Context: an optimization exercise on an open-source flow, tuned for small area, a short achievable clock period and few clock cycles per item. The choices shown serve that exercise and are no tape-out recipe.
At most, simulation tests tie the RTL to the original design; equivalence was not proved.
The RTL of runs 6 to 8 was laid out without a check of its function.
Power and IR drop assume default switching activity.

==> flow/standard.sh <==
#!/bin/bash
# synth_recipe.tcl (not shown) runs the flow's synth.tcl, then flattens the netlist and writes it again
# the make line also repeats each setting of config.mk as NAME=value (left out here)
make -C /OpenROAD-flow-scripts/flow DESIGN_CONFIG=/design/flow/config.mk WORK_HOME=/design/flow/orfs CLKGATE_MAP_FILE= SYNTH_SCRIPT=/design/flow/synth_recipe.tcl "${@:-finish}"
==> flow/flow/run.sh <==
#!/bin/bash
# Standard layout, with plain buffers on the ports.
cp standard.sh standard_sh_copy.txt
export BUFFER_PORTS_ARGS="-buffer_cell sky130_fd_sc_hd__buf_1"
bash standard.sh > standard.log 2>&1
==> flow/constraint.sdc <==
create_clock -name core_clock -period 6.0 [get_ports {clk}]
set_input_delay 1.2000 -clock core_clock [delete_from_list [all_inputs] [get_ports {clk}]]
set_output_delay 1.2000 -clock core_clock [all_outputs]
set_load 0.01 [all_outputs]
==> flow/config.mk <==
export PLATFORM = sky130hd
export DESIGN_NAME = cache_controller
export DESIGN_NICKNAME = cache_controller
export VERILOG_FILES = /design/flow/design.v
export SDC_FILE = /design/flow/constraint.sdc
export NUM_CORES = 4
export LEC_CHECK = 0
export CAP_MARGIN = 20
export CORE_MARGIN = 2
export CORE_UTILIZATION = 60
export SETUP_SLACK_MARGIN = 2.5
export SLEW_MARGIN = 20
==> flow/design.v <==
module cache_controller(
    input  logic         clk,
    input  logic         rst_n,
    input  logic         read_req,      
    input  logic         write_req,     
    input  logic         cache_flush,   
    input  logic [31:0]  p_addr,        
    output logic [31:0]  m_addr,        
    input  logic [31:0]  p_w_data,      
    output logic [31:0]  p_r_data,      
    input  logic [127:0] m_r_data,      
    output logic [127:0] m_w_data,      
    input  logic         main_mem_ack,  
    output logic         mem_write,     
    output logic         mem_read,      
    output logic         stall,         
    output logic         p_ready        
);
    localparam PB = 3;      
    logic [127:0] line;     
    logic [27:0]  tag;      
    logic         valid;
    logic         dirty;
    logic         hit_r;    
    logic         miss_r;   
    logic         rd_r;     
    logic         wr_r;     
    logic         ack_r;    
    logic [3:0]   selm_r;   
    logic [3:0]   sell_r;   
    logic         rw, match, miss, fill_done, wb_done;
    logic [3:0]   word;     
    logic [3:0]   wsel;     
    logic [3:0]   fsel;     
    logic [3:0]   hold;     
    logic [127:0] line_d;
    assign rw    = read_req | write_req;
    assign match = valid && (tag == p_addr[31:4]);
    assign miss  = !(valid && (tag[PB-1:0] == p_addr[PB+3:4])) || miss_r;
    assign fill_done = rd_r && main_mem_ack;
    assign wb_done   = wr_r && main_mem_ack;
    assign mem_write = dirty && ((rw && miss) || cache_flush);
    assign mem_read  = rw && !dirty && miss;
    assign m_addr    = {(dirty ? tag : p_addr[31:4]), 4'b0000};
    assign m_w_data  = line;
    assign p_ready = (rw && hit_r) || (main_mem_ack && ack_r) || (cache_flush && !dirty);
    assign stall   = (read_req | write_req | cache_flush) & ~p_ready;
    always_comb begin
        p_r_data = 32'd0;
        for (int k = 0; k < 4; k++)
            p_r_data = p_r_data
                     | ({32{selm_r[k]}} & m_r_data[32*k +: 32])
                     | ({32{sell_r[k]}} & line[32*k +: 32]);
    end
    always_comb begin
        for (int k = 0; k < 4; k++) begin
            word[k] = (p_addr[3:2] == 2'(k));
            wsel[k] = write_req && word[k] && (hit_r || fill_done);
            fsel[k] = fill_done && !wsel[k];
            hold[k] = !wsel[k] && !fill_done;
            line_d[32*k +: 32] = ({32{hold[k]}} & line[32*k +: 32])
                               | ({32{wsel[k]}} & p_w_data)
                               | ({32{fsel[k]}} & m_r_data[32*k +: 32]);
        end
    end
    always_ff @(posedge clk) begin
        line   <= line_d;
        selm_r <= word & {4{mem_read && !main_mem_ack}};
        sell_r <= word & {4{!(mem_read && !main_mem_ack)}};
        if (fill_done)
            tag <= p_addr[31:4];
    end
    always_ff @(posedge clk or negedge rst_n) begin
        if (!rst_n) begin
            valid  <= 1'b0;
            dirty  <= 1'b0;
            hit_r  <= 1'b0;
            miss_r <= 1'b0;
            rd_r   <= 1'b0;
            wr_r   <= 1'b0;
            ack_r  <= 1'b0;
        end else begin
            hit_r  <= stall && match;
            miss_r <= stall && !match;
            rd_r   <= mem_read && !main_mem_ack;
            wr_r   <= mem_write && !main_mem_ack;
            ack_r  <= (mem_read || (mem_write && cache_flush)) && !main_mem_ack;
            if (fill_done)
                valid <= 1'b1;
            if (wb_done)
                dirty <= 1'b0;
            else if (write_req && (hit_r || fill_done))
                dirty <= 1'b1;
        end
    end
endmodule
==> summary.txt, run 1 <==
Placement
  • Hpwl dp: 21.3 mm
  • Routability cong.: 0.868
  • Port bufs: 387
  • DP Worst Slack: between 2 and 2.5 ns

Worst hold path
  • WHS Path Cells: 1
  • Hold wc startpoint: wr_r
  • Worst hold endpoint: dirty
  • Worst hold path type: reg -> reg

Global routing
  • Grt met3 use: about 9.6%
  • Met1 usage: 45.3%
  • Vias in the first global route: 8289
  • Met2 Usage GRT: 64.0%
  • Global Route Usage Sum: 38.3%
  • Initial antenna violation count: 0
  • Largest net degree at the start of global routing: 102
  • GRT busiest layer: met2
  • Global-route wire length before repair: 44.1 mm
  • Total gr overflow: 0

Clocking
  • H-tree Lvls: 4
  • # clock sinks: 171
  • TritonCTS Buffers: 17
  • Max Root-Sink Buffers: 2
  • TritonCTS clock tree: done
  • Hold_buf cts: 0
  • CTS root buf: clkbuf_16
  • Clock-pin slew on the worst setup and hold paths: 0.06 ns
  • Clock latency on the worst-skew pair: 0.43 ns

STA
  • Fmax: 288 MHz
  • Setup TNS: 0 ns
  • Unrepaired setup endpoints after global routing: yes
  • Pin slew with the least headroom to its limit: just over 1 ns
  • Final hold slack: between 0.4 and 0.5 ns
  • Clock period minus worst slack: ~3.5 ns
  • Slew margin rel.: 31.0%
  • Pins Over Slew Limit: 0
  • Final critical-path setup slack: about 2.5 ns
  • Final hold violations: 0
  • Total setup violations reported at the end of the flow: 0
  • Worst Clk Skew: 0.00796 ns
  • Final period util: approximately 58%

Floorplan
  • Cell Rows: between 40 and 50
  • Placeable Area: 13900 um2
  • Chip width: around 120 um
  • Io pins: 394
  • Chip height: approximately 120 um
  • Die area: 15300 um2
  • Initial Utilization: 61.5%

Drt
  • Wire per inst: 21.0 um
  • Drc violations: 0
  • Routed Antenna Nets: 0
  • Via/cell ratio: just over 6
  • Vias: 8856
  • Final WL: 30.3 mm
  • 1st-iter DRT viols: about 810
  • DR pass1 iterations: 5

Logic synthesis
  • Synth Area per Inst: 9.58 um2
  • Most used DFF post-synth: dfxtp_1
  • Cell variety after synth: 37
  • Syn Inst Count: 895
  • Mapped Area: roughly 8600 um2
  • Seq cells post-synth: 171
  • Sequential fraction of the synthesis area: 43.6%
  • Async SR Flop Fraction: around 4%
  • Post-synth EDFFs: 28
  • Ys Warns: 1

Setup path
  • Worst-path fanout max: 18
  • Crit path from: selm_r[3]
  • Internal reg-to-reg setup slack: approximately 3.6 ns
  • Worst r2r src: rd_r
  • CP endpoint kind: output pin
  • CP startpoint kind: flip-flop
  • Crit Path Category: reg -> out
  • Worst EP arrival: roughly 2.3 ns
  • Worst Reg-to-Reg Cells: 5
  • R2R Path End: line[6]
  • CP required: ~4.8 ns

Status
  • Status: timing/DRC/antenna clean

Power and ir drop
  • Power per cell area: approximately 480 nW/um2
  • Total power: 5120 uW
  • Static Leak: 0.00355 uW
  • VDD IR max: around 0.24 mV

Run
  • Max_cap viols: 0

Cells and area
  • Syn-to-layout area delta: 24.2%
  • N_diodes: 0
  • Net count, final: roughly 1.4k
  • Layout fillers: about 1.1k
  • Layout cells sized above 1: 6.57%
[worst max path at each step]
stage,end
after floorplan,stall
after global placement,line[69]
after detailed placement,line[73]
after CTS,p_r_data[30]
after global routing,mem_write
final,p_r_data[24]
[critical path, cell delays in order, from the launching register on]
cell	delay (ns)
dfxtp_1	0.95
buf_4	0.44
a22oi_1	0.11
nand4_1	0.10
buf_1	0.25
[flip-flops by register name, summed over array words and instances (netlist names)]
signal,cells
ack_r,1
dirty,1
hit_r,1
line,128
miss_r,1
rd_r,1
sell_r,4
selm_r,4
tag,28
valid,1
wr_r,1
[routing by layer]
metal | routed length [um] | vias up | part of all wire (%)
met2 | 14600 | 575 | 48
met1 | 11100 | 4141 | 37
met3 | 3070 | 110 | 10
met5 | 0 | - | 0
met4 | 1470 | 0 | 4.8
li1 | - | 4030 | -
[power by group]
group          leakage [uW]  internal (uW)  total [uW]  switching (uW)
clock network      0.000293            666        1100             433
registers           0.00149           1670        2100             424
logic               0.00176            771        1930            1160
[metrics by stage]
stage / utilization [%] / area [um2] / instances
final: 76.4 / 10600 / 1444
after global placement: 72.0 / 10000 / 1411
after floorplan: - / 8580 / 898
after global routing: 76.4 / 10600 / 1444
after detailed placement: 72.0 / 10000 / 1411
after CTS: 76.3 / 10600 / 1443
[cell usage after synthesis, types with 6 or more instances]
cell type | instances | area, um2
clkbuf_1 | 30 | 113
nand2_1 | 99 | 372
dfrtp_1 | 7 | 175
buf_4 | 8 | 60.1
o21ai_1 | 8 | 40.0
a21oi_1 | 34 | 170
nand4_1 | 36 | 225
o21ai_0 | 91 | 455
buf_2 | 24 | 120
xor2_1 | 14 | 123
mux2_2 | 28 | 315
edfxtp_1 | 28 | 841
dfxtp_1 | 136 | 2720
nor2_1 | 39 | 146
clkbuf_2 | 6 | 30.0
xnor2_1 | 14 | 123
inv_1 | 7 | 26.3
a22oi_1 | 129 | 968
mux2i_1 | 128 | 1280
[cells by family after synthesis]
group | after synthesis | synth area share, %
simple gates | 190 | 9.96
xor+xnor | 28 | 2.86
buf+inv | 78 | 4.41
compound gates | 271 | 20.5
other cells | 1 | 0.0438
flops | 171 | 43.6
mux | 156 | 18.6
[layout make-up]
type / instances / area [um2] / area share (%)
sequential: 171 / 3740 / 35.1
inverter: 8 / 37.5 / 0.353
clock buffer: 25 / 505 / 4.75
clock inverter: 7 / 87.6 / 0.823
timing repair buffer: 404 / 1580 / 14.9
tap: 180 / 225 / 2.12
multi-input combinational: 649 / 4470 / 42.0
[layout by cell type, fill, tap and decap left out, types with 2 or more instances in the layout]
| cell type | instances |
|---|---|
| nand4_1 | 36 |
| clkbuf_8 | 5 |
| nor2b_1 | 3 |
| clkbuf_16 | 17 |
| buf_4 | 16 |
| o21ai_0 | 91 |
| edfxtp_1 | 28 |
| nor3_1 | 3 |
| a211oi_4 | 3 |
| conb_1 | 4 |
| buf_1 | 387 |
| inv_1 | 7 |
| nand2_1 | 99 |
| nand2b_1 | 3 |
| bufinv_16 | 2 |
| dfrtp_1 | 7 |
| clkinv_2 | 4 |
| a22oi_1 | 129 |
| o21ai_1 | 8 |
| dfxtp_1 | 135 |
| a21oi_1 | 34 |
| mux2_2 | 28 |
| xnor2_1 | 14 |
| nor2_1 | 38 |
| nor4_1 | 3 |
| mux2i_1 | 128 |
| xor2_1 | 14 |
| clkbuf_1 | 3 |
[what timing repair did]
action / CTS / global route
buffers inserted: 0 / 0
gates resized for setup: 0 / 2
endpoints found under the setup margin: 0 / 10
Testbench counts, summed over its fixed seeds: cycles 67,648, items 12,008.
==> run 2, diff against run 1 <==
--- a/flow/config.mk
+++ b/flow/config.mk
@@ -8,5 +8,5 @@
 export CAP_MARGIN = 20
 export CORE_MARGIN = 2
 export CORE_UTILIZATION = 60
-export SETUP_SLACK_MARGIN = 2.5
+export SETUP_SLACK_MARGIN = 2.8
 export SLEW_MARGIN = 20
==> run 2 against run 1 <==
  * Still clean
  * Sequential power about the same
  * Worst setup slack improved by 0.18 ns
  * Non-clock buffer count increased by 5
  * Wire length about the same
  * Cell count increased by 0.35%
  * Area after synthesis unchanged
  * Count of clock-buffer cells in the layout unchanged
  * Clock skew increased by 0.00080 ns
  * Largest cell class unchanged
  * Largest power group unchanged
==> summary.txt, run 2 <==
Status
  • Status: timing/DRC/antenna clean

Logic synthesis
  • Post-synth EDFFs: 28
  • Synth Area in XOR/XNOR: 2.86%
  • Most used DFF post-synth: dfxtp_1
  • Mapped Area: 8570 um2
  • Top post-synthesis cells by area: dfxtp_1 (32%), mux2i_1 (15%), a22oi_1 (11%), edfxtp_1 (9.8%), o21ai_0 (5.3%)
  • Seq cells post-synth: between 150 and 200
  • Mux share of post-synthesis cell area: 18.6%
  • Synth Area per Inst: around 9.6 um2
  • Sequential fraction of the synthesis area: 43.6%
  • Cell variety after synth: 37
  • Post-synthesis adder-cell area fraction: 0%
  • Async SR Flop Fraction: 4.09%
  • Most common cell in the netlist: dfxtp_1
  • Ys Warns: 1
  • Simple-Gate Fraction of Synth Area: 9.96%
  • Largest family of logic cells by synthesized area: compound AO/OA/AOI/OAI gates
  • Area leader, netlist: dfxtp_1
  • Synth cell count leaders: dfxtp_1 (136), a22oi_1 (129), mux2i_1 (128), nand2_1 (99), o21ai_0 (91)
  • Top cell type's share of synthesized area: a little under a third
  • Complex-gate fraction of the synthesized area: 20.5%
  • Syn Inst Count: 895

Placement
  • Port bufs: roughly 390
  • Routability cong.: 0.868
  • DP Worst Slack: 2.43 ns
  • Hpwl dp: about 21 mm

STA
  • Worst Clk Skew: 0.00876 ns
  • Clock period minus worst slack: 3.29 ns
  • Slew margin rel.: 30.9%
  • Final hold violations: 0
  • Pin slew with the least headroom to its limit: between 1 and 1.5 ns
  • Final period util: 54.9%
  • Unrepaired setup endpoints after global routing: yes
  • Setup TNS: 0 ns
  • Fmax: 304 MHz
  • Total setup violations reported at the end of the flow: 0
  • Pins Over Slew Limit: 0
  • Final critical-path setup slack: between 2 and 3 ns

Power and ir drop
  • Combinational share of power: 37.9%
  • Sw Ratio: roughly two fifths
  • Power per cell area: 477 nW/um2
  • Static Leak: 0.00363 uW
  • Switching pwr: 2020 uW
  • VDD IR max: 0.242 mV
  • Clock network power share: 21.4%
  • Cell internal pwr: about 3100 uW
  • Seq pwr share: 40.7%

Setup path
  • CP startpoint kind: input pin
  • Crit Path Category: in -> out
  • CP endpoint kind: output pin
  • Worst-path fanout max: 4
  • CP required: 4.80 ns
  • Internal reg-to-reg setup slack: 3.62 ns
  • Worst EP arrival: 2.09 ns
  • Worst Reg-to-Reg Cells: 4
  • R2R Path End: line[103]
  • Worst r2r src: hit_r

Drt
  • Via/cell ratio: 6.12
  • DR pass1 iterations: 5
  • Drc violations: 0
  • Final WL: 30.3 mm
  • 1st-iter DRT viols: 843
  • Routed Antenna Nets: 0
  • Vias: 8873
  • Wire per inst: 20.9 um

Clocking
  • Clock latency on the worst-skew pair: around 0.43 ns
  • Clock-pin slew on the worst setup and hold paths: approximately 0.07 ns
  • H-tree Lvls: 4
  • TritonCTS Buffers: 17
  • TritonCTS clock tree: done
  • CTS root buf: clkbuf_16
  • Max Root-Sink Buffers: 2
  • # clock sinks: between 150 and 200
  • Hold_buf cts: 0

Cells and area
  • N_diodes: 0
  • Largest reg by FF count: line
  • Syn-to-layout area delta: 25.9%
  • Largest registers: line (128), tag (28)
  • Max reg flops: ~130
  • Most common cell after layout, fill and taps aside: buf_1
  • Layout cells sized above 1: 8.43%
  • Commonest non-fill, non-tap cells in the layout: buf_1 (378), dfxtp_1 (132), a22oi_1 (129), mux2i_1 (128), nand2_1 (99)
  • Net count, final: roughly 1.5k

Worst hold path
  • Worst hold endpoint: dirty
  • WHS Path Cells: 1
  • Hold wc startpoint: wr_r
  • Worst hold path type: reg -> reg

Floorplan
  • Initial Utilization: 61.5%
  • Chip width: between 100 and 150 um
  • Die area: 15300 um2
  • Placeable Area: 13900 um2
  • Io pins: a little under 400
  • Chip height: 124 um
  • Cell Rows: 43

Global routing
  • Global-route wire length before repair: 44.4 mm
  • Total gr overflow: 0
  • Largest net degree at the start of global routing: about 100
  • Vias in the first global route: 8350
  • Global Route Usage Sum: approximately two fifths
  • Initial antenna violation count: 0

Run
  • Max_cap viols: 0
-- run 2: power by group through the flow --
stage	clock [uW]	sequential (uW)	combinational (uW)
after floorplan	0	2220	946
after global placement	0	2080	1880
after detailed placement	0	2090	1920
after CTS	1110	2080	1940
after global routing	1160	2150	2140
final	1100	2100	1950
-- run 2: per-stage QoR --
stage | utilization, % | hold WS [ns] | cells | area, um2 | power [uW]
global route | 77.4 | 0.471 | 1449 | 10800 | 5440
floorplan | - | 0.422 | 898 | 8580 | 3170
CTS | 77.1 | 0.449 | 1448 | 10700 | 5120
finish | 77.4 | 0.450 | 1449 | 10800 | 5150
detailed placement | 72.0 | 0.441 | 1411 | 10000 | 4010
global placement | 72.0 | 0.440 | 1411 | 10000 | 3960
-- run 2: worst max-delay path by stage --
| stage | startpoint | endpoint | slack, ns | cells after the start |
|---|---|---|---|---|
| floorplan | read_req | stall | 2.89 | 4 |
| global placement | main_mem_ack | line[69] | 2.49 | 5 |
| detailed placement | main_mem_ack | line[73] | 2.43 | 5 |
| CTS | p_addr[5] | mem_write | 2.72 | 6 |
| global route | p_addr[5] | mem_read | 2.66 | 6 |
| finish | p_addr[5] | mem_write | 2.71 | 6 |
-- run 2: kinds of logic (layout without fill, tap and decap cells) --
| group | count (synthesis) | count (layout) |
|---|---|---|
| AOI/OAI and AO/OA | 271 | 271 |
| and+or+nand+nor | 190 | 190 |
| DFF | 171 | 171 |
| muxes | 156 | 156 |
| buffers and inverters | 78 | 449 |
| xor gates and xnor gates | 28 | 28 |
| other | 1 | 4 |
-- run 2: critical path, stage by stage --
cell and delay, ns:
buf_8 0.10, xnor2_2 0.11, nand4_1 0.24, o22ai_2 0.22
a21oi_2 0.09, clkbuf_2 0.13
-- run 2: final cells by class --
| cell class | count | area (um2) |
|---|---|---|
| fill | 1084 | 3150 |
| multi-input combinational | 649 | 4520 |
| sequential | 171 | 3740 |
| clock buffer | 25 | 505 |
| inverter | 8 | 37.5 |
| clock inverter | 7 | 87.6 |
| tap | 180 | 225 |
| timing repair buffer | 409 | 1670 |
-- run 2: routing by layer --
| layer | vias to the layer above | share of wire [%] | routed length (um) | global-route usage (%) |
|---|---|---|---|---|
| met3 | 118 | 10 | 3020 | 9.78 |
| met5 | - | 0 | 0 | 0 |
| met4 | 0 | 5.0 | 1520 | 21.0 |
| met2 | 562 | 48 | 14600 | 64.0 |
| met1 | 4155 | 37 | 11200 | 45.6 |
| li1 | 4038 | - | - | - |
-- run 2: repair_timing --
item	4_1_cts	5_1_grt
pin swaps	5	4
endpoints found under the setup margin	33	12
buffers inserted	5	0
gates resized for setup	23	10
==> run 3, diff against run 2 <==
--- a/flow/config.mk
+++ b/flow/config.mk
@@ -8,5 +8,5 @@
 export CAP_MARGIN = 20
 export CORE_MARGIN = 2
 export CORE_UTILIZATION = 60
-export SETUP_SLACK_MARGIN = 2.8
+export SETUP_SLACK_MARGIN = 3.0
 export SLEW_MARGIN = 20
==> run 3 against run 2 <==
  * Critical path depth up 1
  * Final area increased by 2.7%
  * Area after synthesis did not move
  * Sequential power hardly changed
  * Core utilization up 2.1 points
  * Critical path type unchanged
  * Largest cell class unchanged
==> summary.txt, run 3 <==
Global routing
  • Vias in the first global route: around 8.4k
  • Largest net degree at the start of global routing: 105
  • Grt met3 use: 10.8%
  • Initial antenna violation count: 0
  • Global-route wire length before repair: 45.5 mm
  • Met2 Usage GRT: 64.8%
  • Total gr overflow: 0
  • Global Route Usage Sum: 39.5%
  • Met1 usage: 46.2%
  • GRT busiest layer: met2

Setup path
  • CP max stage cell: buf_6
  • Critical path buffers and inverters: 3
  • Worst Reg-to-Reg Cells: 15
  • Worst EP arrival: 2.09 ns
  • CP startpoint kind: input pin
  • Crit Path Category: in -> out
  • CP required: 4.80 ns
  • Critical Path, Cell by Cell: buf_6, xnor2_2, nand4_1, buf_6, o22ai_4, a21oi_2, buf_2
  • Crit. path cell count: 7
  • Cell repeated most along the worst path: buf_6
  • Worst-path fanout max: 4
  • Crit-path leading delay family: buffers and inverters
  • Critical Path Max Stage Delay: 0.16 ns
  • CP endpoint kind: output pin

Drt
  • Wire per inst: 21.9 um
  • Routed Antenna Nets: 0
  • Drc violations: 0
  • DR pass1 iterations: 6
  • Via/cell ratio: roughly 6.2
  • 1st-iter DRT viols: 1074
  • Vias: slightly above 9k
  • Final WL: around 32 mm

Status
  • Status: timing/DRC/antenna clean

Placement
  • Hpwl dp: 21.0 mm
  • Routability cong.: ~0.87
  • DP Worst Slack: 2.22 ns
  • Dpl cells: 1409
  • Port bufs: 387

Clocking
  • Clock latency on the worst-skew pair: 0.43 ns
  • TritonCTS clock tree: done
  • # clock sinks: 171
  • Clock-pin slew on the worst setup and hold paths: 0.06 ns
  • CTS root buf: clkbuf_16
  • H-tree Lvls: 4
  • Hold_buf cts: 0
  • Max Root-Sink Buffers: 2
  • TritonCTS Buffers: 17

Run
  • Max_cap viols: 0

Power and ir drop
  • Power per cell area: 467 nW/um2
  • Static Leak: approximately 0.0037 uW
  • VDD IR max: 0.354 mV

Logic synthesis
  • Area leader, netlist: dfxtp_1
  • Largest family of logic cells by synthesized area: compound AO/OA/AOI/OAI gates
  • Cell variety after synth: 37
  • Synth Area in XOR/XNOR: 2.86%
  • Simple-Gate Fraction of Synth Area: approximately 10%
  • Mux share of post-synthesis cell area: about a fifth
  • Mapped Area: about 8600 um2
  • Post-synthesis adder-cell area fraction: 0%
  • Most used DFF post-synth: dfxtp_1
  • Sequential fraction of the synthesis area: 43.6%
  • Complex-gate fraction of the synthesized area: 20.5%
  • Async SR Flop Fraction: under 10%
  • Top post-synthesis cells by area: dfxtp_1 (32%), mux2i_1 (15%), a22oi_1 (11%), edfxtp_1 (9.8%), o21ai_0 (5.3%)
  • Seq cells post-synth: between 150 and 200
  • Synth cell count leaders: dfxtp_1 (136), a22oi_1 (129), mux2i_1 (128), nand2_1 (99), o21ai_0 (91)
  • Ys Warns: 1
  • Post-synth EDFFs: 28
  • Synth Area per Inst: 9.58 um2
  • Top cell type's share of synthesized area: 31.8%
  • Syn Inst Count: 895
  • Most common cell in the netlist: dfxtp_1

STA
  • Unrepaired setup endpoints after global routing: yes
  • Final period util: 54.8%
  • Final critical-path setup slack: 2.71 ns
  • Worst Clk Skew: about 0.0084 ns
  • Slew margin rel.: ~25%
  • Pin slew with the least headroom to its limit: 1.12 ns
  • Fmax: 304 MHz
  • Setup TNS: 0 ns
  • Total setup violations reported at the end of the flow: 0
  • Final hold slack: around 0.46 ns
  • Pins Over Slew Limit: 0
  • Final hold violations: 0
  • Clock period minus worst slack: 3.29 ns

Floorplan
  • Chip height: 124 um
  • Placeable Area: roughly 14000 um2
  • Chip width: 124 um
  • Cell Rows: 43
  • Die area: 15300 um2
  • Initial Utilization: roughly three fifths
  • Io pins: about 390

Cells and area
  • Fin cells: about 1.5k
  • Commonest non-fill, non-tap cells in the layout: buf_1 (362), dfxtp_1 (129), mux2i_1 (128), a22oi_1 (105), nand2_1 (98)
  • Largest registers: line (128), tag (28)
  • Max reg flops: 128
  • Net count, final: 1467
  • Largest reg by FF count: line
  • Syn-to-layout area delta: 29.3%
  • Layout cells sized above 1: 12.9%
  • Most common cell after layout, fill and taps aside: buf_1
  • Layout fillers: ~1.0k

Worst hold path
  • WHS Path Cells: 1
  • Worst hold path type: reg -> reg
[run 3: cell types whose count changed in the layout (fill, tap and decap cells not counted), moves of 3 or more]
| cell | before | now |
|---|---|---|
| a22oi_1 | 129 | 105 |
| a22oi_2 | 0 | 24 |
| buf_1 | 378 | 362 |
| buf_2 | 4 | 7 |
| buf_4 | 18 | 26 |
| buf_6 | 4 | 11 |
| clkbuf_2 | 2 | 10 |
| clkbuf_8 | 5 | 2 |
| clkinv_2 | 4 | 7 |
| dfxtp_1 | 132 | 129 |
| dfxtp_4 | 0 | 4 |
[run 3: area by class of cell]
class	count	area, um2	share of cell area, %
multi-input cells	651	4690	42.3
flip-flops and latches	171	3760	33.9
repair buffers	420	1830	16.5
clock buffers	23	468	4.22
well taps	180	225	2.03
clock inverters	9	71.3	0.643
inverters	8	42.5	0.384
diodes	2	5.00	0.0452
[run 3: worst reg2reg max path, stage by stage (launching register included)]
cell and delay [ns]:
edfxtp_1 0.45, xnor2_2 0.20, nand4_1 0.13, buf_6 0.16
buf_4 0.13, buf_4 0.13, buf_4 0.13, buf_4 0.12
buf_4 0.12, buf_4 0.12, buf_4 0.12, buf_4 0.12
buf_4 0.13, buf_4 0.13, o21ai_2 0.31, nor2b_1 0.21
[run 3: cells by family (layout without fill, tap and decap cells)]
logic type / Yosys count / count (layout)
compound gates: 271 / 273
xor+xnor: 28 / 28
buf+inv: 78 / 460
flops: 171 / 171
mux: 156 / 156
other cells: 1 / 6
simple gates: 190 / 190
[run 3: final timing paths]
path / from / to / slack (ns)
max: p_addr[6] / mem_write / 2.71
min: wr_r / dirty / 0.46
max reg2reg: tag[1] / sell_r[3] / 3.21
min reg2reg: wr_r / dirty / 0.46
max in group asynchronous: rst_n / wr_r / 5.03
min in group asynchronous: rst_n / miss_r / 0.67
[run 3: through the flow]
stage / power (uW) / cell area [um2] / utilization (%)
6_report: 5170 / 11100 / 79.5
5_1_grt: 5450 / 11100 / 79.5
4_1_cts: 5080 / 10800 / 77.8
3_5_place_dp: 4010 / 10000 / 72.0
3_3_place_gp: 3960 / 10000 / 72.0
2_1_floorplan: 3170 / 8590 / -
[run 3: metal layers]
metal / part of all wire, % / vias to the layer above
met5: 0 / -
met3: 11 / 151
met4: 5.3 / 0
met1: 36 / 4179
li1: - / 4080
met2: 47 / 661
[run 3: repair_timing]
action                     CTS  global route
pin swaps                   11            15
hold endpoints to repair     0             0
buffers inserted            17             1
gates cloned                 0             2
resized for setup           47            55
setup endpoints to repair  121            63
[run 3: report_power, final]
part	leakage, uW	switching (uW)	internal [uW]	total [uW]
logic	0.00198	1200	826	2030
clock network	0.000275	445	588	1030
registers	0.00149	435	1670	2110
total	0.00375	2090	3090	5170
==> run 4, diff against run 3 <==
--- a/flow/config.mk
+++ b/flow/config.mk
@@ -8,5 +8,6 @@
 export CAP_MARGIN = 20
 export CORE_MARGIN = 2
 export CORE_UTILIZATION = 60
-export SETUP_SLACK_MARGIN = 3.0
+export CTS_BUF_LIST = sky130_fd_sc_hd__clkbuf_8
+export SETUP_SLACK_MARGIN = 2.8
 export SLEW_MARGIN = 20
==> run 4 against run 3 <==
  * Area after synthesis unchanged
  * Die area unchanged
  * Critical path depth decreased by 1
  * Clock skew increased by 0.0062 ns
  * Power decreased by 5.9%
  * Count of clock-buffer cells in the layout decreased by 1
  * Critical endpoint unchanged
  * Highest routed layer unchanged
==> summary.txt, run 4 <==
Power and ir drop
  • Power per cell area: 458 nW/um2
  • Switching pwr: 1990 uW
  • VDD IR max: 0.243 mV
  • Combinational share of power: 40.0%
  • Clock network power share: 16.9%
  • Sw Ratio: about 41%
  • Static Leak: 0.00357 uW
  • Seq pwr share: 43.0%
  • Cell internal pwr: 2880 uW

Logic synthesis
  • Mux share of post-synthesis cell area: 18.6%
  • Top post-synthesis cells by area: dfxtp_1 (32%), mux2i_1 (15%), a22oi_1 (11%), edfxtp_1 (9.8%), o21ai_0 (5.3%)
  • Sequential fraction of the synthesis area: 43.6%
  • Simple-Gate Fraction of Synth Area: 9.96%
  • Area leader, netlist: dfxtp_1
  • Async SR Flop Fraction: 4.09%
  • Mapped Area: 8570 um2
  • Synth cell count leaders: dfxtp_1 (136), a22oi_1 (129), mux2i_1 (128), nand2_1 (99), o21ai_0 (91)
  • Post-synth EDFFs: 28
  • Largest family of logic cells by synthesized area: compound AO/OA/AOI/OAI gates
  • Synth Area per Inst: 9.58 um2
  • Most used DFF post-synth: dfxtp_1
  • Ys Warns: 1
  • Synth Area in XOR/XNOR: approximately 2.9%
  • Complex-gate fraction of the synthesized area: 20.5%
  • Post-synthesis adder-cell area fraction: 0%
  • Top cell type's share of synthesized area: around a third
  • Cell variety after synth: 37
  • Most common cell in the netlist: dfxtp_1
  • Seq cells post-synth: 171
  • Syn Inst Count: between 800 and 900

Cells and area
  • Max reg flops: 128
  • Commonest non-fill, non-tap cells in the layout: buf_1 (379), dfxtp_1 (132), a22oi_1 (129), mux2i_1 (128), nand2_1 (99)
  • Syn-to-layout area delta: 24.0%
  • Layout fillers: between 1k and 1.5k
  • Most common cell after layout, fill and taps aside: buf_1
  • Largest registers: line (128), tag (28)
  • Layout cells sized above 1: 8.57%
  • Net count, final: about 1.5k
  • Cell area after layout: 10600 um2
  • Largest reg by FF count: line

Clocking
  • TritonCTS clock tree: done
  • Clock latency on the worst-skew pair: 0.46 ns
  • H-tree Lvls: 4
  • Max Root-Sink Buffers: 2
  • CTS root buf: clkbuf_8
  • # clock sinks: ~170
  • Clock-pin slew on the worst setup and hold paths: 0.09 ns
  • TritonCTS Buffers: 17

Floorplan
  • Chip height: 124 um
  • Cell Rows: 43
  • Placeable Area: between 10000 and 15000 um2
  • Die area: about 15000 um2
  • Initial Utilization: 61.5%
  • Io pins: 394
  • Chip width: 124 um

Drt
  • DR pass1 iterations: 6
  • Drc violations: 0
  • Vias: 8921
  • Routed Antenna Nets: 0
  • Wire per inst: between 20 and 25 um
  • Final WL: 30.4 mm
  • Via/cell ratio: 6.14
  • 1st-iter DRT viols: 745

Placement
  • Hpwl dp: 21.3 mm
  • Port bufs: 387
  • Routability cong.: 0.868
  • Cell Area, Placed: 10000 um2

Setup path
  • CP endpoint kind: output pin
  • Worst-path fanout max: 4
  • Crit Path Category: in -> out
  • Worst EP arrival: 2.10 ns
  • CP required: 4.80 ns
  • CP startpoint kind: input pin

Global routing
  • Largest net degree at the start of global routing: 102
  • Vias in the first global route: 8291
  • Global-route wire length before repair: 44.1 mm
  • Total gr overflow: 0
  • Global Route Usage Sum: between 30% and 40%
  • Initial antenna violation count: 0

STA
  • Final hold violations: 0
  • Pins Over Slew Limit: 0
  • Worst Clk Skew: 0.0146 ns
  • Unrepaired setup endpoints after global routing: yes
  • Pin slew with the least headroom to its limit: 1.01 ns
  • Final period util: between 50% and 60%
  • Slew margin rel.: 32.7%
  • Total setup violations reported at the end of the flow: 0
  • Fmax: about 300 MHz
  • Clock period minus worst slack: approximately 3.3 ns
  • Setup TNS: 0 ns

Run
  • Max_cap viols: 0

Status
  • Status: timing/DRC/antenna clean

Worst hold path
  • Worst hold path type: reg -> reg
run 4: cell count changes in the layout (fill, tap and decap cells not counted), sizes merged:
cell      previous run  this run
buf                410       411
bufinv               1         2
clkbuf              33        23
clkinv               8         4
o211ai               2         1
inv                  8        11
clkinvlp             0         1
diode                2         1
a211oi               5         4
run 4: layout make-up:
class	instances	area [um2]	area share, %
multi-input combinational	649	4520	42.5
antenna	1	2.50	0.0235
inverter	8	37.5	0.353
timing repair buffer	412	1700	16.0
clock buffer	22	303	2.85
clock inverter	10	98.8	0.930
sequential	171	3750	35.2
tap	180	225	2.12
run 4: metal layers:
layer / GRT usage [%] / vias up / part of all wire (%)
met5: 0 / - / 0
met4: 19.8 / 0 / 4.6
met3: 9.36 / 105 / 10
met2: 63.5 / 570 / 48
met1: 45.8 / 4198 / 37
li1: - / 4048 / -
run 4: cells by family (layout without fill, tap and decap cells):
family | count (synthesis) | count (layout)
other cells | 1 | 5
simple gates | 190 | 190
buf+inv | 78 | 452
mux | 156 | 156
compound gates | 271 | 271
flops | 171 | 171
xor+xnor | 28 | 28
run 4: worst paths after layout:
path / from / slack (ns) / cells past startpoint / end
worst max-delay path: p_addr[5] / 2.70 / 6 / mem_write
worst min-delay path: wr_r / 0.46 / 1 / dirty
worst min register to register: wr_r / 0.46 / 1 / dirty
max in group asynchronous: rst_n / 5.05 / 1 / rd_r
min in group asynchronous: rst_n / 0.64 / 1 / miss_r
worst max register to register: hit_r / 3.63 / 4 / line[103]
run 4: critical path, stage by stage:
cell and delay, ns:
buf_8 0.10, xnor2_2 0.14, nand4_1 0.22, o22ai_2 0.22, a21oi_2 0.08, buf_2 0.14
run 4: power by group through the flow:
stage / registers (uW) / clock network (uW) / logic, uW
floorplan: 2220 / 0 / 946
global placement: 2080 / 0 / 1880
detailed placement: 2090 / 0 / 1920
CTS: 2080 / 824 / 1930
global route: 2140 / 874 / 2140
finish: 2100 / 824 / 1950
run 4: stage by stage:
step | setup WS, ns | instances | hold WS, ns | power (uW) | util (%)
4_1_cts | 2.73 | 1447 | 0.453 | 4830 | 75.7
5_1_grt | 2.64 | 1452 | 0.475 | 5160 | 76.3
6_report | 2.70 | 1453 | 0.457 | 4870 | 76.3
3_5_place_dp | 2.43 | 1411 | 0.441 | 4010 | 72.0
3_3_place_gp | 2.49 | 1411 | 0.440 | 3960 | 72.0
2_1_floorplan | 2.89 | 898 | 0.422 | 3170 | -
run 4: repair_timing:
action / CTS / global route
setup endpoints to repair: 33 / 29
hold buffers: 0 / 0
gates resized for setup: 24 / 12
pin swaps: 5 / 7
buffers inserted: 4 / 4
endpoints found under the hold margin: 0 / 0
==> run 5, diff against run 4 <==
--- a/flow/config.mk
+++ b/flow/config.mk
@@ -8,6 +8,7 @@
 export CAP_MARGIN = 20
 export CORE_MARGIN = 2
 export CORE_UTILIZATION = 60
-export CTS_BUF_LIST = sky130_fd_sc_hd__clkbuf_8
+export CTS_BUF_LIST = sky130_fd_sc_hd__clkbuf_4 sky130_fd_sc_hd__clkbuf_8
+export CTS_CLUSTER_SIZE = 30
 export SETUP_SLACK_MARGIN = 2.8
 export SLEW_MARGIN = 20
==> run 5 against run 4 <==
  * Via count fell by 0.87%
  * First-iteration DRC count up 6.7%
  * Register-to-register slack barely moved
  * Largest cell class unchanged
==> summary.txt, run 5 <==
Status
  • Status: timing/DRC/antenna clean

Placement
  • Routability cong.: 0.868
  • Cell Area, Placed: 10000 um2
  • Port bufs: 387
  • Hpwl dp: 21.3 mm

STA
  • Total setup violations reported at the end of the flow: 0
  • Final hold violations: 0
  • Worst Clk Skew: 0.0164 ns
  • Pin slew with the least headroom to its limit: 1.00 ns
  • Slew margin rel.: between 30% and 40%
  • Fmax: between 300 and 400 MHz
  • Clock period minus worst slack: between 3 and 4 ns
  • Setup TNS: 0 ns
  • Final period util: 55.0%
  • Unrepaired setup endpoints after global routing: yes
  • Pins Over Slew Limit: 0

Worst hold path
  • Worst hold path type: reg -> reg

Run
  • Max_cap viols: 0

Logic synthesis
  • Most used DFF post-synth: dfxtp_1
  • Syn Inst Count: 895
  • Synth Area per Inst: 9.58 um2
  • Sequential fraction of the synthesis area: between 40% and 50%
  • Synth cell count leaders: dfxtp_1 (136), a22oi_1 (129), mux2i_1 (128), nand2_1 (99), o21ai_0 (91)
  • Area leader, netlist: dfxtp_1
  • Top cell type's share of synthesized area: 31.8%
  • Top post-synthesis cells by area: dfxtp_1 (32%), mux2i_1 (15%), a22oi_1 (11%), edfxtp_1 (9.8%), o21ai_0 (5.3%)
  • Cell variety after synth: 37
  • Most common cell in the netlist: dfxtp_1
  • Ys Warns: 1
  • Seq cells post-synth: 171
  • Post-synth EDFFs: 28
  • Mapped Area: 8570 um2
  • Async SR Flop Fraction: 4.09%

Drt
  • Via/cell ratio: 6.09
  • Wire per inst: 20.8 um
  • 1st-iter DRT viols: 795
  • Routed Antenna Nets: 0
  • DR pass1 iterations: 5
  • Drc violations: 0
  • Final WL: 30.3 mm
  • Vias: 8843

Clocking
  • # clock sinks: between 150 and 200
  • CTS root buf: clkbuf_8
  • H-tree Lvls: 4
  • TritonCTS clock tree: done
  • Clock-pin slew on the worst setup and hold paths: 0.09 ns
  • Clock latency on the worst-skew pair: roughly 0.47 ns
  • Max Root-Sink Buffers: 2
  • Hold_buf cts: 0
  • TritonCTS Buffers: 17

Global routing
  • Met1 usage: 45.5%
  • Global-route wire length before repair: around 44 mm
  • Grt met3 use: 9.23%
  • Total gr overflow: 0
  • GRT busiest layer: met2
  • Met2 Usage GRT: 64.1%
  • Initial antenna violation count: 0
  • Vias in the first global route: a little over 8k
  • Largest net degree at the start of global routing: 102
  • Global Route Usage Sum: 38.2%

Cells and area
  • Net count, final: 1457
  • Layout cells sized above 1: 8.81%
  • Commonest non-fill, non-tap cells in the layout: buf_1 (379), dfxtp_1 (132), a22oi_1 (129), mux2i_1 (128), nand2_1 (99)
  • Largest registers: line (128), tag (28)
  • Syn-to-layout area delta: 24.2%
  • Most common cell after layout, fill and taps aside: buf_1
  • Max reg flops: 128
  • Cell area after layout: 10600 um2
  • Largest reg by FF count: line

Power and ir drop
  • Power per cell area: 459 nW/um2
  • Static Leak: 0.00357 uW
  • Sw Ratio: roughly two fifths
  • Seq pwr share: 42.9%
  • VDD IR max: 0.242 mV
  • Clock network power share: 17.2%
  • Switching pwr: 1990 uW
  • Cell internal pwr: 2900 uW
  • Combinational share of power: 39.9%

Floorplan
  • Die area: approximately 15000 um2
  • Chip width: ~120 um
  • Initial Utilization: 61.5%
  • Cell Rows: 43
  • Io pins: 394
  • Placeable Area: 13900 um2
  • Chip height: 124 um

Setup path
  • CP startpoint kind: input pin
  • CP required: 4.80 ns
  • CP endpoint kind: output pin
  • Worst EP arrival: between 2 and 2.5 ns
  • Crit Path Category: in -> out
  • Worst-path fanout max: 4
## run 5: cell counts after synthesis
Identical to the previous run, type by type.
## run 5: worst max-delay path, cell delays in order
cell and delay, ns:
buf_8 0.10, xnor2_2 0.14, nand4_1 0.22, o22ai_2 0.22, a21oi_2 0.08, buf_2 0.14
## run 5: logic make-up after synthesis
group           synth area share (%)
simple gates                    9.96
flops                           43.6
mux                             18.6
buf+inv                         4.41
xor+xnor                        2.86
compound gates                  20.5
other cells                   0.0438
## run 5: final timing paths
path	startpoint	end	slack (ns)	depth (start not counted)
setup / recovery	p_addr[5]	mem_write	2.70	6
hold / removal	wr_r	dirty	0.45	1
setup reg to reg	hit_r	line[100]	3.63	4
hold reg to reg	wr_r	dirty	0.45	1
max in group asynchronous	rst_n	rd_r	5.06	1
min in group asynchronous	rst_n	miss_r	0.63	1
## run 5: what timing repair did
item | CTS | global route
setup buffers | 4 | 4
gates resized for setup | 25 | 11
pin swaps | 5 | 7
setup endpoints to repair | 34 | 23
## run 5: power by group through the flow
stage / registers (uW) / clock network, uW / logic (uW)
global placement: 2080 / 0 / 1880
global route: 2140 / 891 / 2140
detailed placement: 2090 / 0 / 1920
finish: 2090 / 842 / 1950
floorplan: 2220 / 0 / 946
CTS: 2080 / 842 / 1930
## run 5: stage by stage
stage               power, uW  hold slack [ns]  util (%)  worst slack (ns)  cells
floorplan                3170            0.422         -              2.89    898
global placement         3960            0.440      72.0              2.49   1411
detailed placement       4010            0.441      72.0              2.43   1411
CTS                      4850            0.453      75.8              2.73   1447
global route             5180            0.475      76.3              2.64   1452
finish                   4890            0.452      76.4              2.70   1453
## run 5: per-layer routing
| layer | wire length (um) | vias up | part of all wire (%) |
|---|---|---|---|
| met2 | 14800 | 575 | 49 |
| met5 | 0 | - | 0 |
| met4 | 1350 | 0 | 4.5 |
| met1 | 11000 | 4120 | 37 |
| met3 | 3100 | 99 | 10 |
| li1 | - | 4049 | - |
## run 5: layout make-up
class	instances	area, um2
Clock inverter	7	87.6
Fill cell	1113	3290
Antenna cell	1	2.50
Inverter	8	37.5
Clock buffer	25	325
Sequential cell	171	3750
Timing Repair Buffer	412	1700
Multi-Input combinational cell	649	4520
Tap cell	180	225
==> run 6, diff against run 5 <==
--- a/flow/design.v
+++ b/flow/design.v
@@ -36,7 +36,7 @@
     logic [127:0] line_d;
     assign rw    = read_req | write_req;
     assign match = valid && (tag == p_addr[31:4]);
-    assign miss  = !(valid && (tag[PB-1:0] == p_addr[PB+3:4])) || miss_r;
+    assign miss  = (tag[PB-1:0] != p_addr[PB+3:4]) || miss_r;
     assign fill_done = rd_r && main_mem_ack;
     assign wb_done   = wr_r && main_mem_ack;
     assign mem_write = dirty && ((rw && miss) || cache_flush);
@@ -75,13 +75,13 @@
             valid  <= 1'b0;
             dirty  <= 1'b0;
             hit_r  <= 1'b0;
-            miss_r <= 1'b0;
+            miss_r <= 1'b1;
             rd_r   <= 1'b0;
             wr_r   <= 1'b0;
             ack_r  <= 1'b0;
         end else begin
             hit_r  <= stall && match;
-            miss_r <= stall && !match;
+            miss_r <= (stall && !match) || !(valid || fill_done);
             rd_r   <= mem_read && !main_mem_ack;
             wr_r   <= mem_write && !main_mem_ack;
             ack_r  <= (mem_read || (mem_write && cache_flush)) && !main_mem_ack;
--- a/flow/config.mk
+++ b/flow/config.mk
@@ -8,7 +8,5 @@
 export CAP_MARGIN = 20
 export CORE_MARGIN = 2
 export CORE_UTILIZATION = 60
-export CTS_BUF_LIST = sky130_fd_sc_hd__clkbuf_4 sky130_fd_sc_hd__clkbuf_8
-export CTS_CLUSTER_SIZE = 30
 export SETUP_SLACK_MARGIN = 2.8
 export SLEW_MARGIN = 20
==> run 6 against run 5 <==
  * Area after synthesis hardly changed
  * First-iteration DRC count is 0.63% lower
  * Clock power is 39% higher
  * Core utilization is 1.9 points higher
  * Synthesized cell count is 0.45% lower
  * Cell count is 0.48% higher
  * Combinational power is 7% higher
  * Final area is 2.5% higher
  * Fmax is 2.7% lower
  * Worst setup slack worse by 0.090 ns
  * Power is 9.7% higher
  * Largest cell class unchanged
  * Largest power group unchanged
==> summary.txt, run 6 <==
Clocking
  • H-tree Lvls: 4
  • TritonCTS Buffers: 17
  • Max Root-Sink Buffers: 2
  • Clock latency on the worst-skew pair: 0.43 ns
  • CTS root buf: clkbuf_16
  • Clock-pin slew on the worst setup and hold paths: 0.06 ns
  • # clock sinks: roughly 170
  • TritonCTS clock tree: done

Setup path
  • Worst r2r src: dirty
  • R2R Path End: miss_r
  • CP startpoint kind: input pin
  • Crit Path Category: in -> out
  • Internal reg-to-reg setup slack: 2.96 ns
  • Worst EP arrival: 2.19 ns
  • CP required: ~4.8 ns
  • Worst-path fanout max: 2
  • Worst Reg-to-Reg Cells: 20
  • CP endpoint kind: output pin

Cells and area
  • Layout fillers: 1030
  • Net count, final: approximately 1.5k
  • Layout cells sized above 1: 9.93%
  • Core Util, Final: 78.3%
  • Fin cells: 1460
  • Max reg flops: around 130
  • Most common cell after layout, fill and taps aside: buf_1
  • Cell area after layout: around 11000 um2
  • Syn-to-layout area delta: 27.3%
  • Multi-input logic area: 4490 um2
  • Reg area: between 3000 and 4000 um2
  • Largest registers: line (128), tag (28)
  • Commonest non-fill, non-tap cells in the layout: buf_1 (378), nor2_1 (138), a21oi_1 (130), dfxtp_1 (129)
  • Largest reg by FF count: line

Worst hold path
  • Worst hold path type: reg -> reg
  • WHS Path Cells: 1
  • Worst hold endpoint: dirty
  • Hold wc startpoint: wr_r

Drt
  • Wire per inst: approximately 21 um
  • Drc violations: 0
  • DR pass1 iterations: 5
  • Routed Antenna Nets: 0
  • Via/cell ratio: between 6 and 7
  • 1st-iter DRT viols: 790
  • Vias: 8876
  • Final WL: 30.6 mm

Logic synthesis
  • Most used DFF post-synth: dfxtp_1
  • Most common cell in the netlist: nor2_1
  • Async SR Flop Fraction: 4.09%
  • Cell variety after synth: 37
  • Seq cells post-synth: 171
  • Ys Warns: 1
  • Mapped Area: roughly 8600 um2
  • Post-synth EDFFs: 28
  • Sequential fraction of the synthesis area: between 40% and 50%
  • Top post-synthesis cells by area: dfxtp_1 (32%), mux2i_1 (15%), a22oi_1 (11%), edfxtp_1 (9.8%), a21oi_1 (7.6%)
  • Synth cell count leaders: nor2_1 (138), dfxtp_1 (136), a21oi_1 (130), a22oi_1 (128), mux2i_1 (128)
  • Syn Inst Count: a little under 900
  • Top cell type's share of synthesized area: about a third
  • Area leader, netlist: dfxtp_1
  • Synth Area per Inst: 9.62 um2

Global routing
  • Initial antenna violation count: 1
  • Largest net degree at the start of global routing: 67
  • Global Route Usage Sum: 38.4%
  • Total gr overflow: 0
  • Vias in the first global route: 8184
  • Global-route wire length before repair: about 44 mm

STA
  • Final period util: 56.5%
  • Pins Over Slew Limit: 0
  • Unrepaired setup endpoints after global routing: yes
  • Clock period minus worst slack: 3.39 ns
  • Final critical-path setup slack: 2.61 ns
  • Pin slew with the least headroom to its limit: 1.05 ns
  • Worst Clk Skew: ~0.007 ns
  • Total setup violations reported at the end of the flow: 0
  • Slew margin rel.: a little under a third
  • Final hold violations: 0
  • Fmax: 295 MHz
  • Setup TNS: 0 ns

Power and ir drop
  • Switching pwr: 2070 uW
  • Static Leak: 0.00390 uW
  • VDD IR max: between 0.3 and 0.4 mV
  • Sw Ratio: 38.6%
  • Seq pwr share: 39.3%
  • Combinational share of power: between 30% and 40%
  • Clock network power share: a little over a fifth
  • Cell internal pwr: 3290 uW
  • Power per cell area: 491 nW/um2

Placement
  • Routability cong.: 0.886
  • Hpwl dp: 20.3 mm
  • Cell Area, Placed: 9970 um2
  • DP Worst Slack: approximately 2.5 ns
  • Port bufs: between 300 and 400
  • Dpl cells: 1405

Floorplan
  • Die area: between 15000 and 20000 um2
  • Placeable Area: 13900 um2
  • Chip height: around 120 um
  • Cell Rows: 43
  • Io pins: 394
  • Chip width: 124 um
  • Initial Utilization: 61.5%

Run
  • Max_cap viols: 0

Status
  • Status: timing/DRC/antenna clean
-- run 6: cell types whose count changed in the layout (fill, tap and decap cells not counted), sizes merged, moves of 5 or more --
cell    change
buf        +11
nand2      -95
xor2       -14
clkbuf      -5
nor2       +99
a21oi      +96
xnor2      +14
o21ai      -99
-- run 6: how the worst max path moves through the flow --
stage	start	to	slack, ns
final	read_req	stall	2.61
after global routing	read_req	stall	2.57
after CTS	write_req	stall	2.61
after detailed placement	write_req	stall	2.47
after global placement	write_req	stall	2.49
after floorplan	write_req	stall	2.71
-- run 6: logic make-up after synthesis --
| family | count (synthesis) | synth area share, % |
|---|---|---|
| AO/OA/AOI/OAI | 265 | 19.6 |
| XOR/XNOR | 28 | 2.86 |
| buffers and inverters | 74 | 4.93 |
| flip-flops | 171 | 43.6 |
| multiplexers | 156 | 18.6 |
| other | 1 | 0.0437 |
| AND/OR/NAND/NOR | 196 | 10.3 |
-- run 6: through the flow --
step	hold WS [ns]	power, uW
CTS	0.422	5300
global route	0.439	5640
global placement	0.403	4030
floorplan	0.398	3250
detailed placement	0.413	4060
finish	0.417	5360
-- run 6: worst max-delay path: stages --
cell	delay [ns]
buf_1	0.08
or2_1	0.24
a221o_1	0.31
o21bai_4	0.18
inv_2	0.08
buf_6	0.11
-- run 6: layer usage --
metal,share of wire (%),track usage [%]
met1,36,45.1
met2,49,62.9
met3,11,11.6
met4,4.7,20.5
met5,0,0
-- run 6: power groups by stage --
stage	Sequential [uW]	Combinational, uW	Clock, uW
2_1_floorplan	2230	1020	0
3_5_place_dp	2100	1970	0
5_1_grt	2150	2260	1230
4_1_cts	2090	2040	1170
3_3_place_gp	2080	1940	0
6_report	2110	2080	1170
-- run 6: layout make-up --
cell class | instances | area share, %
well taps | 180 | 2.06
multi-input cells | 649 | 41.1
diodes | 1 | 0.0229
clock buffers | 20 | 4.48
flip-flops and latches | 171 | 34.4
clock inverters | 12 | 1.28
inverters | 4 | 0.184
repair buffers | 423 | 16.5
-- run 6: timing repair --
item / 4_1_cts / 5_1_grt
setup buffers: 18 / 4
gates resized for setup: 29 / 13
hold buffers: 0 / 0
setup endpoints to repair: 36 / 27
pin swaps: 6 / 6
==> run 7, diff against run 6 <==
--- a/flow/design.v
+++ b/flow/design.v
@@ -16,7 +16,7 @@
     output logic         stall,         
     output logic         p_ready        
 );
-    localparam PB = 3;      
+    localparam PB = 2;      
     logic [127:0] line;     
     logic [27:0]  tag;      
     logic         valid;
==> run 7 against run 6 <==
  * Critical path depth stayed put
  * Area after synthesis decreased by 0.60%
  * Power is 3.3% lower
  * Register-to-register slack gained 0.18 ns
  * Cell count grew 0.34%
  * Critical endpoint unchanged
  * Clock skew increased by 0.00063 ns
  * Clock power shrank 18%
  * Sequential share of layout area up 0.33 points
  * Critical path type unchanged
==> summary.txt, run 7 <==
Setup path
  • Critical Path, Cell by Cell: buf_6, or2_4, a221o_1, o21bai_4, inv_2, buf_6
  • CP startpoint kind: input pin
  • Critical Path Max Stage Delay: 0.34 ns
  • Worst EP arrival: 2.27 ns
  • Critical path buffers and inverters: 3
  • Crit Path Category: in -> out
  • Cell repeated most along the worst path: buf_6
  • Worst r2r src: dirty
  • Crit-path leading delay family: compound AO/OA/AOI/OAI gates
  • CP endpoint kind: output pin
  • Crit path from: write_req
  • CP max stage cell: a221o_1
  • Worst-path fanout max: 2
  • CP required: 4.80 ns

Drt
  • 1st-iter DRT viols: 973
  • Via/cell ratio: 6.13
  • Drc violations: 0
  • DR pass1 iterations: 8
  • Wire per inst: 21.3 um
  • Final WL: 31.3 mm
  • Vias: around 9k
  • Routed Antenna Nets: 0

Logic synthesis
  • Mapped Area: 8520 um2
  • Most used DFF post-synth: dfxtp_1
  • Sequential fraction of the synthesis area: a little over two fifths
  • Seq cells post-synth: 171
  • Synth Area per Inst: 9.53 um2
  • Top post-synthesis cells by area: dfxtp_1 (32%), mux2i_1 (15%), a22oi_1 (11%), edfxtp_1 (9.9%), a21oi_1 (7.7%)
  • Syn Inst Count: between 800 and 900
  • Most common cell in the netlist: dfxtp_1
  • Async SR Flop Fraction: 4.09%
  • Synth cell count leaders: dfxtp_1 (136), nor2_1 (135), a21oi_1 (131), a22oi_1 (128), mux2i_1 (128)
  • Cell variety after synth: 37
  • Post-synth EDFFs: 28
  • Area leader, netlist: dfxtp_1
  • Ys Warns: 1
  • Top cell type's share of synthesized area: 32.0%

STA
  • Fmax: 288 MHz
  • Slew margin rel.: 47.9%
  • Clock period minus worst slack: 3.47 ns
  • Pin slew with the least headroom to its limit: 0.781 ns
  • Final period util: 57.8%
  • Unrepaired setup endpoints after global routing: yes
  • Worst Clk Skew: about 0.0075 ns
  • Pins Over Slew Limit: 0
  • Total setup violations reported at the end of the flow: 0
  • Setup TNS: 0 ns
  • Final hold violations: 0

Global routing
  • Vias in the first global route: 8459
  • Largest net degree at the start of global routing: 93
  • Global-route wire length before repair: 44.6 mm
  • Initial antenna violation count: 1
  • Global Route Usage Sum: 38.4%
  • Total gr overflow: 0

Power and ir drop
  • Static Leak: 0.00385 uW
  • VDD IR max: between 0.2 and 0.3 mV
  • Power per cell area: 480 nW/um2

Cells and area
  • Multi-input logic area: 4490 um2
  • Syn-to-layout area delta: 26.8%
  • Reg area: 3750 um2
  • Largest registers: line (128), tag (28)
  • Most common cell after layout, fill and taps aside: buf_1
  • Layout fillers: 1025
  • Net count, final: 1468
  • Commonest non-fill, non-tap cells in the layout: buf_1 (379), nor2_1 (135), a21oi_1 (130), dfxtp_1 (130)
  • Layout cells sized above 1: around a tenth
  • Max reg flops: 128
  • Largest reg by FF count: line
  • Cell area after layout: 10800 um2

Placement
  • Hpwl dp: 20.1 mm
  • Routability cong.: ~0.92
  • Port bufs: 387
  • Cell Area, Placed: 9970 um2

Clocking
  • TritonCTS Buffers: 17
  • TritonCTS clock tree: done
  • # clock sinks: 171
  • Hold_buf cts: 0
  • CTS root buf: clkbuf_16
  • Max Root-Sink Buffers: 2
  • H-tree Lvls: 4
  • Clock latency on the worst-skew pair: ~0.43 ns
  • Clock-pin slew on the worst setup and hold paths: 0.06 ns

Status
  • Status: timing/DRC/antenna clean

Floorplan
  • Cell Rows: 43
  • Die area: 15200 um2
  • Chip height: 123 um
  • Placeable Area: 13900 um2
  • Chip width: 123 um
  • Io pins: 394
  • Initial Utilization: 61.4%

Worst hold path
  • Hold wc startpoint: wr_r
  • Worst hold path type: reg -> reg

Run
  • Max_cap viols: 0
-- run 7: cell count changes in the layout (fill, tap and decap cells not counted), moves of 3 or more --
| cell | previous run | this run |
|---|---|---|
| bufinv_16 | 3 | 0 |
| clkinv_1 | 0 | 6 |
| inv_1 | 1 | 4 |
| nor2_1 | 138 | 135 |
-- run 7: per-stage QoR --
stage / hold WS [ns] / total power [uW] / setup WS [ns] / util [%] / cells
3_3_place_gp: 0.399 / 4030 / 2.32 / 71.8 / 1406
5_1_grt: 0.467 / 5440 / 2.52 / 77.8 / 1464
2_1_floorplan: 0.398 / 3250 / 2.70 / - / 897
4_1_cts: 0.435 / 5110 / 2.63 / 77.3 / 1461
3_5_place_dp: 0.426 / 4070 / 2.28 / 71.8 / 1406
6_report: 0.440 / 5180 / 2.53 / 77.8 / 1465
-- run 7: worst paths after layout --
check	endpoint	slack [ns]	cells after the start
setup / recovery	stall	2.53	6
hold / removal	dirty	0.44	1
setup reg to reg	miss_r	3.14	19
hold reg to reg	dirty	0.44	1
max in group asynchronous	miss_r	5.02	1
min in group asynchronous	dirty	0.66	1
-- run 7: layer usage --
layer	GRT usage (%)	share of wire (%)	wire, um	vias up
met5	0	0	0	-
met4	19.5	3.8	1190	0
met3	12.3	11	3360	110
met2	63.8	49	15400	590
met1	44.5	36	11300	4194
li1	-	-	-	4082
-- run 7: cell type report --
cell class,instances,area share (%)
Clock buffer,19,4.01
Timing Repair Buffer,426,16.8
Clock inverter,13,0.556
Sequential cell,171,34.7
Multi-Input combinational cell,648,41.5
Antenna cell,2,0.0463
Inverter,6,0.324
Tap cell,180,2.09
-- run 7: what timing repair did --
item                       in CTS  in global routing
resized for setup              31                  8
setup endpoints to repair     107                 41
pin swaps                       7                  5
cloned                          0                  0
buffers inserted               23                  2
hold endpoints to repair        0                  0
-- run 7: worst register-to-register path: stages (launching register included) --
cell       delay (ns)
dfrtp_1          0.38
inv_1            0.12
a221o_1          0.21
o21bai_4         0.15
inv_2            0.06
buf_4            0.13
buf_4            0.12
buf_4            0.13
buf_4            0.12
buf_4            0.12
buf_4            0.12
buf_4            0.12
buf_4            0.12
buf_4            0.12
buf_4            0.12
buf_4            0.12
buf_4            0.12
buf_4            0.12
buf_4            0.13
o2bb2ai_1        0.13
-- run 7: kinds of logic (layout without fill, tap and decap cells) --
kind of cell | Yosys count | count (layout) | share of synthesized area, %
flip-flops | 171 | 171 | 43.9
buffers and inverters | 78 | 464 | 4.52
AO/OA/AOI/OAI | 265 | 265 | 19.6
other | 1 | 6 | 0.0440
multiplexers | 156 | 156 | 18.7
AND/OR/NAND/NOR | 195 | 195 | 10.3
XOR/XNOR | 28 | 28 | 2.88
-- run 7: report_power, final --
group | internal, uW | total (uW) | switching (uW)
combinational | 907 | 2110 | 1210
clock | 514 | 955 | 441
sequential | 1680 | 2110 | 434
==> run 8, diff against run 7 <==
--- a/flow/design.v
+++ b/flow/design.v
@@ -16,7 +16,7 @@
     output logic         stall,         
     output logic         p_ready        
 );
-    localparam PB = 2;      
+    localparam PB = 3;      
     logic [127:0] line;     
     logic [27:0]  tag;      
     logic         valid;
@@ -28,13 +28,14 @@
     logic         ack_r;    
     logic [3:0]   selm_r;   
     logic [3:0]   sell_r;   
-    logic         rw, match, miss, fill_done, wb_done;
+    logic         rw, any, done, match, miss, fill_done, wb_done;
     logic [3:0]   word;     
     logic [3:0]   wsel;     
     logic [3:0]   fsel;     
     logic [3:0]   hold;     
     logic [127:0] line_d;
     assign rw    = read_req | write_req;
+    assign any   = read_req | write_req | cache_flush;
     assign match = valid && (tag == p_addr[31:4]);
     assign miss  = (tag[PB-1:0] != p_addr[PB+3:4]) || miss_r;
     assign fill_done = rd_r && main_mem_ack;
@@ -43,8 +44,9 @@
     assign mem_read  = rw && !dirty && miss;
     assign m_addr    = {(dirty ? tag : p_addr[31:4]), 4'b0000};
     assign m_w_data  = line;
-    assign p_ready = (rw && hit_r) || (main_mem_ack && ack_r) || (cache_flush && !dirty);
-    assign stall   = (read_req | write_req | cache_flush) & ~p_ready;
+    assign done    = hit_r || (main_mem_ack && ack_r) || (cache_flush && !dirty);
+    assign p_ready = any && done;
+    assign stall   = any && !done;
     always_comb begin
         p_r_data = 32'd0;
         for (int k = 0; k < 4; k++)
@@ -80,7 +82,7 @@
             wr_r   <= 1'b0;
             ack_r  <= 1'b0;
         end else begin
-            hit_r  <= stall && match;
+            hit_r  <= stall && rw && match;
             miss_r <= (stall && !match) || !(valid || fill_done);
             rd_r   <= mem_read && !main_mem_ack;
             wr_r   <= mem_write && !main_mem_ack;
==> run 8 against run 7 <==
  * Still clean
  * Area after synthesis increased by 6.0%
  * Die area increased by 5.8%
  * Final area increased by 4.9%
  * First-iteration DRC count decreased by 5.0%
  * Power increased by 7.3%
  * Non-clock buffer count decreased by 23
  * Synthesized cell count decreased by 0.34%
  * Wire length increased by 2.8%
  * Combinational power increased by 5%
  * Register-to-register slack improved by 0.41 ns
  * Largest cell class unchanged
==> summary.txt, run 8 <==
Setup path
  • Worst EP arrival: roughly 2.1 ns
  • Crit. path cell count: 6
  • Worst r2r src: rd_r
  • Crit-path leading delay family: compound AO/OA/AOI/OAI gates
  • Critical Path, Cell by Cell: buf_6, xnor2_4, nand3_2, o22a_1, o21a_1, buf_6
  • Crit Path Category: in -> out
  • Crit path from: p_addr[6]
  • Critical path buffers and inverters: 2
  • CP max stage cell: o22a_1
  • CP endpoint kind: output pin
  • CP startpoint kind: input pin
  • Critical Path Max Stage Delay: 0.20 ns
  • CP required: 4.80 ns
  • Cell repeated most along the worst path: buf_6
  • Worst-path fanout max: 3
  • Worst Reg-to-Reg Cells: 7

Cells and area
  • Fin cells: 1446
  • Net count, final: 1447
  • Largest registers: line (128), tag (28)
  • N_diodes: 0
  • Largest reg by FF count: line
  • Max reg flops: 128
  • Commonest non-fill, non-tap cells in the layout: buf_1 (379), dfxtp_1 (131), mux2i_1 (128), a22oi_1 (128), nor2_1 (83)
  • Core Util, Final: 77.3%
  • Most common cell after layout, fill and taps aside: buf_1
  • Syn-to-layout area delta: 25.4%
  • Layout cells sized above 1: approximately 19%

Clocking
  • TritonCTS clock tree: done
  • H-tree Lvls: 4
  • # clock sinks: 171
  • Hold_buf cts: 0
  • Clock-pin slew on the worst setup and hold paths: 0.06 ns
  • Clock latency on the worst-skew pair: approximately 0.42 ns
  • CTS root buf: clkbuf_16
  • Max Root-Sink Buffers: 2
  • TritonCTS Buffers: 17

Drt
  • Via/cell ratio: around 6.3
  • Wire per inst: between 20 and 25 um
  • Vias: around 9k
  • DR pass1 iterations: 5
  • Drc violations: 0
  • 1st-iter DRT viols: 924
  • Routed Antenna Nets: 0
  • Final WL: 32.1 mm

STA
  • Slew margin rel.: between 40 and 50%
  • Unrepaired setup endpoints after global routing: yes
  • Pin slew with the least headroom to its limit: 0.842 ns
  • Final hold slack: ~0.42 ns
  • Setup TNS: 0 ns
  • Final hold violations: 0
  • Worst Clk Skew: 0.00332 ns
  • Total setup violations reported at the end of the flow: 0
  • Fmax: ~300 MHz
  • Final critical-path setup slack: about 2.7 ns
  • Clock period minus worst slack: about 3.3 ns
  • Final period util: 55.4%
  • Pins Over Slew Limit: 0

Logic synthesis
  • Syn Inst Count: approximately 900
  • Synth Area per Inst: around 10 um2
  • Cell variety after synth: 40
  • Top cell type's share of synthesized area: 30.1%
  • Mapped Area: between 9000 and 10000 um2
  • Most common cell in the netlist: dfxtp_1
  • Ys Warns: 1
  • Sequential fraction of the synthesis area: 41.4%
  • Most used DFF post-synth: dfxtp_1
  • Top post-synthesis cells by area: dfxtp_1 (30%), mux2i_1 (14%), a22oi_1 (11%), edfxtp_1 (9.3%), a21oi_2 (7.9%)
  • Area leader, netlist: dfxtp_1
  • Post-synth EDFFs: 28
  • Async SR Flop Fraction: 4.09%
  • Seq cells post-synth: 171
  • Synth cell count leaders: dfxtp_1 (136), a22oi_1 (128), mux2i_1 (128), nor2_1 (83), a21oi_2 (82)

Power and ir drop
  • Sw Ratio: 38.7%
  • VDD IR max: roughly 0.26 mV
  • Seq pwr share: between 30% and 40%
  • Switching pwr: 2150 uW
  • Power per cell area: 491 nW/um2
  • Clock network power share: 22.2%
  • Combinational share of power: 39.8%
  • Static Leak: 0.00387 uW
  • Cell internal pwr: 3410 uW

Global routing
  • Global Route Usage Sum: 38.0%
  • Global-route wire length before repair: roughly 48 mm
  • Total gr overflow: 0
  • Initial antenna violation count: 1
  • Largest net degree at the start of global routing: 81
  • Vias in the first global route: about 8.7k

Placement
  • Dpl cells: 1406
  • DP Worst Slack: 2.07 ns
  • Port bufs: a little under 400
  • Routability cong.: slightly below 0.9
  • Hpwl dp: 20.4 mm

Worst hold path
  • WHS Path Cells: 1
  • Hold wc startpoint: wr_r
  • Worst hold path type: reg -> reg

Floorplan
  • Placeable Area: between 10000 and 15000 um2
  • Cell Rows: 44
  • Io pins: 394
  • Initial Utilization: 61.7%
  • Chip width: 127 um
  • Chip height: around 130 um
  • Die area: 16100 um2

Status
  • Status: timing/DRC/antenna clean

Run
  • Max_cap viols: 0
-- run 8: cell types whose count changed in the layout (fill, tap and decap cells not counted), sizes merged, moves of 2 or more --
cell,change
and3,-2
clkbuf,-2
bufinv,+6
inv,-4
clkinv,-7
nor2,+4
or2,-2
buf,-23
nand2b,+3
clkinvlp,+4
diode,-2
-- run 8: metal layers --
| metal | vias to the layer above | routed length, um | GRT usage [%] |
|---|---|---|---|
| met4 | 2 | 1540 | 18.5 |
| met2 | 619 | 15300 | 63.1 |
| li1 | 4032 | - | - |
| met1 | 4301 | 12000 | 46.8 |
| met5 | - | 13 | 0 |
| met3 | 122 | 3320 | 8.81 |
-- run 8: area by class of cell --
class / count / area [um2]
tap: 184 / 230
sequential: 171 / 3750
fill: 1092 / 3320
clock inverter: 15 / 228
timing repair buffer: 403 / 1650
inverter: 3 / 23.8
multi-input combinational: 653 / 5030
clock buffer: 17 / 425
-- run 8: stage by stage --
step	cell area, um2	total power [uW]
2_1_floorplan	9050	3400
3_3_place_gp	10400	4200
3_5_place_dp	10400	4240
4_1_cts	11200	5500
5_1_grt	11300	5820
6_report	11300	5560
-- run 8: power by group through the flow --
stage	Sequential [uW]	Clock [uW]	Combinational (uW)
after floorplan	2230	0	1170
after global placement	2100	0	2100
after detailed placement	2100	0	2140
after CTS	2090	1240	2170
after global routing	2170	1280	2370
final	2110	1240	2210
-- run 8: cells by family after synthesis --
logic type             synth area share (%)
AO/OA/AOI/OAI                          22.0
multiplexers                           17.7
AND/OR/NAND/NOR                        11.4
buffers and inverters                  4.82
other                                0.0415
flip-flops                             41.4
XOR/XNOR                               2.71
-- run 8: final timing paths --
kind	end	slack [ns]
max in group asynchronous	miss_r	5.02
max	mem_write	2.68
min in group asynchronous	ack_r	0.66
min	dirty	0.42
max reg2reg	line[0]	3.55
min reg2reg	dirty	0.42
-- run 8: worst reg2reg max path, cell delays in order (launching register included) --
cell	delay [ns]
dfrtp_1	0.39
nand2_4	0.16
clkinv_8	0.37
o21a_4	0.56
nand2_4	0.30
buf_6	0.36
nor2_1	0.11
a21oi_1	0.12
-- run 8: timing repair --
item | in CTS | in global routing
resized for setup | 29 | 23
cloned | 3 | 0
buffers inserted | 4 | 1
setup endpoints to repair | 190 | 38
pin swaps | 6 | 6

==> port drivers added, routing unchanged <==
The flow's constraints put no driver on any port. The routed layouts listed below were extracted and timed again, unchanged, in two steps.
Step 1: set_driving_cell puts a clkbuf_16 on clk and a buf_2 on each other input, an assumption about the parent block.
Step 2, shift: input delay + t, output delay - t, t = (earliest + latest rising clock arrival at the registers) / 2. This alone moves slack from input paths to output paths.
a / b / c = ideal ports / drivers / drivers and shift; a / b = the first two.
run	shift t [ns]	slack for setup (ns)
run 1	0.468	2.527 / 2.484 / 2.427
run 2	0.468	2.708 / 2.670 / 2.617
run 3	0.474	2.712 / 2.663 / 2.369
run 4	0.489	2.702 / 2.664 / 2.664
run 5	0.497	2.700 / 2.662 / 2.652
run 6	0.470	2.610 / 2.568 / 2.143
run 7	0.475	2.533 / 2.488 / 2.062
run 8	0.470	2.677 / 2.627 / 2.535
After both steps setup and hold are still met in every run listed.
